From an optimization exercise on the open Yosys and OpenROAD flow, aimed at small area; shortcuts taken in it are not production practice. Only simulation tests tie the RTL to the original design; equivalence was not proved. Power is estimated from default activity; no workload was simulated.

Design pixel_processing, start of the top module:
module pixel_processing#(
    parameter          ROW_NUM = 9'd96,      
    parameter          COL_NUM = 9'd32,      
    parameter          DATA_WIDTH  = 16
)(
    input              rst,
    input              video_clk,
	input     [15:0]   rgb565_i,
    input              data_valid,
	output    [15:0]   pixel_mean,
    output             odata_val
   );
localparam AW = 22;             
localparam NL = 4;              
localparam NS = 8;              
reg [4:0]   col_cnt;
reg [6:0]   row_cnt;
reg         pend;
reg [15:0]  pix;
reg [2:0]   ph;
reg [NL*AW-1:0] ring [0:NS-1];
wire [NL*AW-1:0] port_q = ring[NS-1];
reg         hit, hit_n;
wire        pend_nx = data_valid || (pend && !hit);
wire [4:0]  col_nx  = hit ? col_cnt + 1'b1 : col_cnt;
wire [2:0]  ph_nx   = ph + 1'b1;
wire        hit_nx  = pend_nx && (ph_nx == col_nx[4:2]);
wire        clr  = row_cnt[1:0] == 2'd0;
wire        last_col = col_cnt == COL_NUM-1;
wire        edge_row = (row_cnt[6:2] == 5'd0) || (row_cnt[6:2] == ROW_NUM/4-1);
wire        emit = (row_cnt[1:0] == 2'd3) && (edge_row || col_cnt == 5'd0 || last_col);
wire [AW-1:0] acc = clr ? {AW{1'b0}} : port_q[AW-1:0];
wire [AW-1:0] addend = {2'b0, pix[15:11], 2'b0, pix[10:5], 2'b0, pix[4:0]};
wire [AW-1:0] sum;
wire [AW:0]   cy;
genvar b;
generate for (b = 0; b < AW; b = b + 1) begin : add
  ...
Size in the first run: roughly 970 cells after synthesis, about 36 I/O pins.
==> flow/config.mk <==
export PLATFORM = sky130hd
export DESIGN_NAME = pixel_processing
export DESIGN_NICKNAME = pixel_processing
export VERILOG_FILES = /design/flow/design.v
export SDC_FILE = /design/flow/constraint.sdc
export NUM_CORES = 4
export LEC_CHECK = 0
export CAP_MARGIN = 20
export CORE_MARGIN = 2
export CORE_UTILIZATION = 70
export SLEW_MARGIN = 20
==> flow/constraint.sdc <==
create_clock -name core_clock -period 10.0 [get_ports {video_clk}]
set_input_delay 2.0000 -clock core_clock [delete_from_list [all_inputs] [get_ports {video_clk}]]
set_output_delay 2.0000 -clock core_clock [all_outputs]
set_load 0.01 [all_outputs]
standard.sh (not shown) runs the stock make flow with config.mk's settings and CLKGATE_MAP_FILE= SYNTH_SCRIPT=/design/flow/synth_recipe.tcl, a recipe that flattens the netlist after the stock synthesis.
==> flow/flow/run.sh <==
#!/bin/bash
# Own layout flow: the standard flow (standard.sh) with these changes:
#  - synthesis maps the logic with an area-oriented ABC script (abc_map.script)
#    instead of ORFS's speed script; the rest of the synthesis is unchanged,
#    so the registers are the standard synthesis's;
#  - CTS without dummy loads and with smaller clock buffers;
#  - the smallest buffer cell for the port buffers.
# Each tool's output is in orfs/logs/; the make output is in flow_make.log.
set -euo pipefail
here=$(cd "$(dirname "$0")" && pwd)
rm -rf scripts_local
cp -r "$FLOW_HOME/scripts" scripts_local
cp "$here/abc_map.script" scripts_local/abc_speed.script
export SCRIPTS_DIR=$PWD/scripts_local
source "$here/knobs.sh"
export CTS_ARGS BUFFER_PORTS_ARGS
bash standard.sh finish > flow_make.log 2>&1
==> flow/flow/abc_map.script <==
&get -n
&st
&syn2
&dch -f
&nf -R 1000 -p
&st
&syn2
&dch -f
&nf -R 1000 -p
&put
==> flow/flow/knobs.sh <==
CTS_ARGS="-sink_clustering_enable -repair_clock_nets -sink_clustering_size 20 -sink_clustering_max_diameter 60 -buf_list sky130_fd_sc_hd__clkbuf_8 -root_buf sky130_fd_sc_hd__clkbuf_4 -tree_buf sky130_fd_sc_hd__clkbuf_4 -dont_use_dummy_load"
BUFFER_PORTS_ARGS="-buffer_cell sky130_fd_sc_hd__buf_1"
The baseline completed without violations.
Edit:
--- a/flow/flow/run.sh
+++ b/flow/flow/run.sh
@@ -4,4 +4,6 @@
-#    instead of ORFS's speed script; the rest of the synthesis is unchanged,
-#    so the registers are the standard synthesis's;
-#  - CTS without dummy loads and with smaller clock buffers;
-#  - the smallest buffer cell for the port buffers.
+#    instead of ORFS's speed script, and looks for full adders (extract_fa)
+#    on the design's own gates, before Yosys's generic ABC pass restructures
+#    them (patch_synth.py); registers are mapped exactly as in the standard
+#    synthesis;
+#  - CTS without dummy loads and with smaller clock buffers (knobs.sh);
+#  - the smallest buffer cell for the port buffers (knobs.sh).
@@ -13,0 +16 @@
+python3 "$here/patch_synth.py" scripts_local/synth.tcl
==> flow/flow/knobs.sh (replaced) <==
CTS_ARGS="-sink_clustering_enable -repair_clock_nets -sink_clustering_size 21 -sink_clustering_max_diameter 60 -buf_list sky130_fd_sc_hd__clkbuf_8 -root_buf sky130_fd_sc_hd__clkbuf_4 -tree_buf sky130_fd_sc_hd__clkbuf_4 -dont_use_dummy_load"
BUFFER_PORTS_ARGS="-buffer_cell sky130_fd_sc_hd__buf_1"
==> flow/flow/patch_synth.py (new file) <==
import sys
p=sys.argv[1]; s=open(p).read()
anchor="  synth -top $::env(DESIGN_NAME) -run fine: {*}$synth_full_args\n"
assert anchor in s
s=s.replace(anchor,"  techmap\n  opt -fast\n  extract_fa\n  techmap -map $::env(ADDER_MAP_FILE)\n  opt -fast\n"+anchor,1)
open(p,'w').write(s)
What happened:
- The new run finished clean
- synthesized cell count drops by 2.3%
- total power climbs by 0.68%
- setup slack is better by 0.19 ns
- cell area drops by 0.41%
- final cell count drops by 2.9%
- hold slack is worse by 0.058 ns
- synthesized area climbs by 0.36%
- fmax climbs by 2.9%
- utilization drops by 0.54 points
- clock-buffer cell count drops by 1

========
== build 10 ==
Another version of the RTL of pixel_processing (not shown whole).
Size in the first run: about 1,100 cells after synthesis, roughly 740 flip-flops, ~36 I/O pins, ~17,000 um^2 of cells after synthesis.
## pixel_processing
module pixel_processing#(
    parameter          ROW_NUM = 9'd96,      
    parameter          COL_NUM = 9'd32,      
    parameter          DATA_WIDTH  = 16
)(
    input              rst,
    input              video_clk,
	input     [15:0]   rgb565_i,
    input              data_valid,
	output    [15:0]   pixel_mean,
    output             odata_val
   );
localparam AW = 22;             
localparam NL = 4;              
localparam NS = 8;              
reg [4:0]   col_cnt;
reg [6:0]   row_cnt;
reg         pend;
reg [15:0]  pix;
reg [2:0]   ph;
reg [NL*AW-1:0] ring [0:NS-1];
wire [NL*AW-1:0] port_q = ring[NS-1];
wire        hit  = pend && (ph == col_cnt[4:2]);
wire [1:0]  lane = col_cnt[1:0];
wire        clr  = row_cnt[1:0] == 2'd0;
wire        last_col = col_cnt == COL_NUM-1;
wire        edge_row = (row_cnt[6:2] == 5'd0) || (row_cnt[6:2] == ROW_NUM/4-1);
wire        emit = (row_cnt[1:0] == 2'd3) && (edge_row || col_cnt == 5'd0 || last_col);
wire [NL-1:0] wsel;    
wire [NL-1:0] rsel;    
reg  [AW-1:0] acc;
genvar g;
generate for (g = 0; g < NL; g = g + 1) begin : dec
    assign wsel[g] = hit && lane == g;
    assign rsel[g] = !clr && lane == g;
end endgenerate
integer k;
always @(*) begin
    acc = {AW{1'b0}};
    for (k = 0; k < NL; k = k + 1) acc = acc | ({AW{rsel[k]}} & port_q[k*AW +: AW]);
end
wire [AW-1:0] addend = {2'b0, pix[15:11], 2'b0, pix[10:5], 2'b0, pix[4:0]};
wire [AW-1:0] sum;
wire [AW:0]   cy;
genvar b;
generate for (b = 0; b < AW; b = b + 1) begin : add
    wire cin = (b == 0 || b == 7 || b == 15) ? 1'b0 : cy[b];
    assign sum[b]  = acc[b] ^ addend[b] ^ cin;
    assign cy[b+1] = (acc[b] & addend[b]) | (cin & (acc[b] ^ addend[b]));
end endgenerate
wire [6:0]  sum_r = sum[21:15];
wire [7:0]  sum_g = sum[14:7];
wire [6:0]  sum_b = sum[6:0];
  ...
clock: 10.0 ns
lec_check: 0
cap_margin: 20
core_margin: 2
core_utilization: 70
slew_margin: 20
==> flow/flow/run.sh <==
#!/bin/bash
# Own layout flow: the standard flow (standard.sh) with these changes:
#  - synthesis maps the logic with an area-oriented ABC script (abc_map.script)
#    instead of ORFS's speed script; the rest of the synthesis is unchanged,
#    so the registers are the standard synthesis's;
#  - CTS without dummy loads and with smaller clock buffers;
#  - the smallest buffer cell for the port buffers.
# Each tool's output is in orfs/logs/; the make output is in flow_make.log.
set -euo pipefail
here=$(cd "$(dirname "$0")" && pwd)
rm -rf scripts_local
cp -r "$FLOW_HOME/scripts" scripts_local
cp "$here/abc_map.script" scripts_local/abc_speed.script
export SCRIPTS_DIR=$PWD/scripts_local
source "$here/knobs.sh"
export CTS_ARGS BUFFER_PORTS_ARGS
bash standard.sh finish > flow_make.log 2>&1
==> flow/flow/abc_map.script <==
&get -n
&st
&dch
&nf
&st
&syn2
&if -g -K 6
&synch2
&nf
&st
&syn2
&if -g -K 6
&synch2
&nf
&put
topo
dnsize -c
==> flow/flow/knobs.sh <==
CTS_ARGS="-sink_clustering_enable -repair_clock_nets -sink_clustering_size 20 -sink_clustering_max_diameter 40 -buf_list sky130_fd_sc_hd__clkbuf_8 -dont_use_dummy_load"
BUFFER_PORTS_ARGS="-buffer_cell sky130_fd_sc_hd__buf_1"
Having completed the whole flow, build 10 delivered a layout that passed the timing, DRC and antenna checks.
Edits applied to the flow inputs when going from build 10 to build 76:
==> flow/flow/run.sh <==
#!/bin/bash
# Own layout flow: the standard flow (standard.sh) with two changes:
# CTS without dummy loads and with smaller clock buffers, and the smallest
# buffer cell for the port buffers. Each tool's output is in orfs/logs/;
# the whole make output is in flow_make.log.
set -euo pipefail
here=$(cd "$(dirname "$0")" && pwd)
source "$here/knobs.sh"
export CTS_ARGS BUFFER_PORTS_ARGS
bash standard.sh finish > flow_make.log 2>&1
==> flow/flow/knobs.sh <==
CTS_ARGS="-sink_clustering_enable -repair_clock_nets -sink_clustering_size 20 -sink_clustering_max_diameter 60 -buf_list sky130_fd_sc_hd__clkbuf_8 -dont_use_dummy_load"
BUFFER_PORTS_ARGS="-buffer_cell sky130_fd_sc_hd__buf_1"
removed: flow/flow/abc_map.script
Notes after the runs:
Going from build 10 to build 76, the cell-internal power was found to have gone down by 53 uW. Between build 10 and build 76, the area growth from synthesis to layout is lower for build 76. For parity-gate share of the synthesized area counting xor and xnor cells, build 10 and build 76 come out practically identical. Number of instances in the synthesized netlist: build 76 > build 10. Reported for build 10 and build 76, port buffer count turned out identical to the last digit. From build 76 to build 10, critical path depth did not move at all. Build 76 does worse than build 10 on total length of routed wires. On build 76: part of the power in the clock network is 1.8 points lower than what build 10 gave. The reported net switching power in build 76 was lower than what build 10 gave. Build 76 against build 10: sequential share of layout area shows an increase of 0.20 points, area occupied by multi-input gates shows an increase of about 4.3%.
[inputs] build 59 vs build 76
--- a/flow/config.mk
+++ b/flow/config.mk
@@ -8 +8 @@
-export CAP_MARGIN = 20
+export CAP_MARGIN = 0
@@ -11 +11 @@
-export SLEW_MARGIN = 20
+export SLEW_MARGIN = 0
[summary]
Build 59 has completed all stages; timing, DRC and antenna checks passed.
Fraction of area in multi-input gates came out exactly the same in build 59 and build 76.
Changes observed in build 59 relative to build 76: critical path depth level; transition time at the pin with the least slew margin closely matched the old numbers; setup violation total in the final timing report about even; count of clock-buffer cells in the layout did not really move.
Cell area came out exactly the same in build 59 and build 76.
In terms of power, build 76 and build 59 differ only marginally.
Build 59 against build 76: clock period minus worst slack flat; number of tapcells flat; depth of the most critical reg-to-reg path flat.
For build 41, these inputs were changed with respect to build 59:
==> flow/flow/run.sh <==
#!/bin/bash
# Own layout flow: the standard flow (standard.sh) with these changes:
#  - synthesis maps the logic with an area-oriented ABC script (abc_map.script)
#    instead of ORFS's speed script; the rest of the synthesis is unchanged,
#    so the registers are the standard synthesis's;
#  - CTS without dummy loads and with smaller clock buffers;
#  - the smallest buffer cell for the port buffers.
# Each tool's output is in orfs/logs/; the make output is in flow_make.log.
set -euo pipefail
here=$(cd "$(dirname "$0")" && pwd)
rm -rf scripts_local
cp -r "$FLOW_HOME/scripts" scripts_local
cp "$here/abc_map.script" scripts_local/abc_speed.script
export SCRIPTS_DIR=$PWD/scripts_local
source "$here/knobs.sh"
export CTS_ARGS BUFFER_PORTS_ARGS
bash standard.sh finish > flow_make.log 2>&1
==> flow/flow/abc_map.script (new file) <==
&get -n
&st
&syn2
&dch -f
&nf -R 1000 -p
&st
&syn2
&dch -f
&nf -R 1000 -p
&put
--- a/flow/config.mk
+++ b/flow/config.mk
@@ -8 +8 @@
-export CAP_MARGIN = 0
+export CAP_MARGIN = 20
@@ -11 +11 @@
-export SLEW_MARGIN = 0
+export SLEW_MARGIN = 20
[summary]
From build 59 to build 41 the numbers moved as follows: design area went down by 0.93%, count of plain and timing-repair buffers went up by 2.4%, wire length of the first global-routing pass went down by 2900 um, synthesized area went down by 2.0%.
Build 41 was carried through to the last stage, and its layout satisfied the timing, DRC and antenna checks.
Build 59 | stages: all done | timing, DRC, antenna: all pass
In the tables for build 41 and build 59, routed wire length reads lower with build 41.
Number of sinks on the clock net: build 41 vs build 59 identical

port drivers added, routing unchanged:
Ports are ideal in the flow. The routed layouts listed here were re-timed in OpenROAD.
Step 1 sets driving cells, clkbuf_16 on the clock port and buf_2 on the other inputs (assumed; they add their load-dependent delay and slew).
Step 2 times the ports against the registers' clock, not the clock port: input delays grow and output delays shrink by t, the midpoint of the rising clock arrivals with the driver on.
Slacks: ideal / step 1 / step 2; pairs: ideal / step 1.
run	shift t [ns]	slack for setup (ns)	worst setup path at the end	worst slew at a driven data input, ns
the first run of note 1	0.727	3.403 / 3.362 / 4.089	register to output	0.04
the second run of note 1	0.693	3.591 / 3.551 / 4.244	register to output	0.06
build 10	0.625	2.970 / 2.921 / 3.546	register to output	0.04
build 76	0.617	3.091 / 3.046 / 3.663	register to output	0.04
build 59	0.617	3.091 / 3.046 / 3.663	register to output	0.04
build 41	0.606	3.039 / 2.997 / 3.603	register to output	0.04
After both steps setup and hold are still met in every run listed.
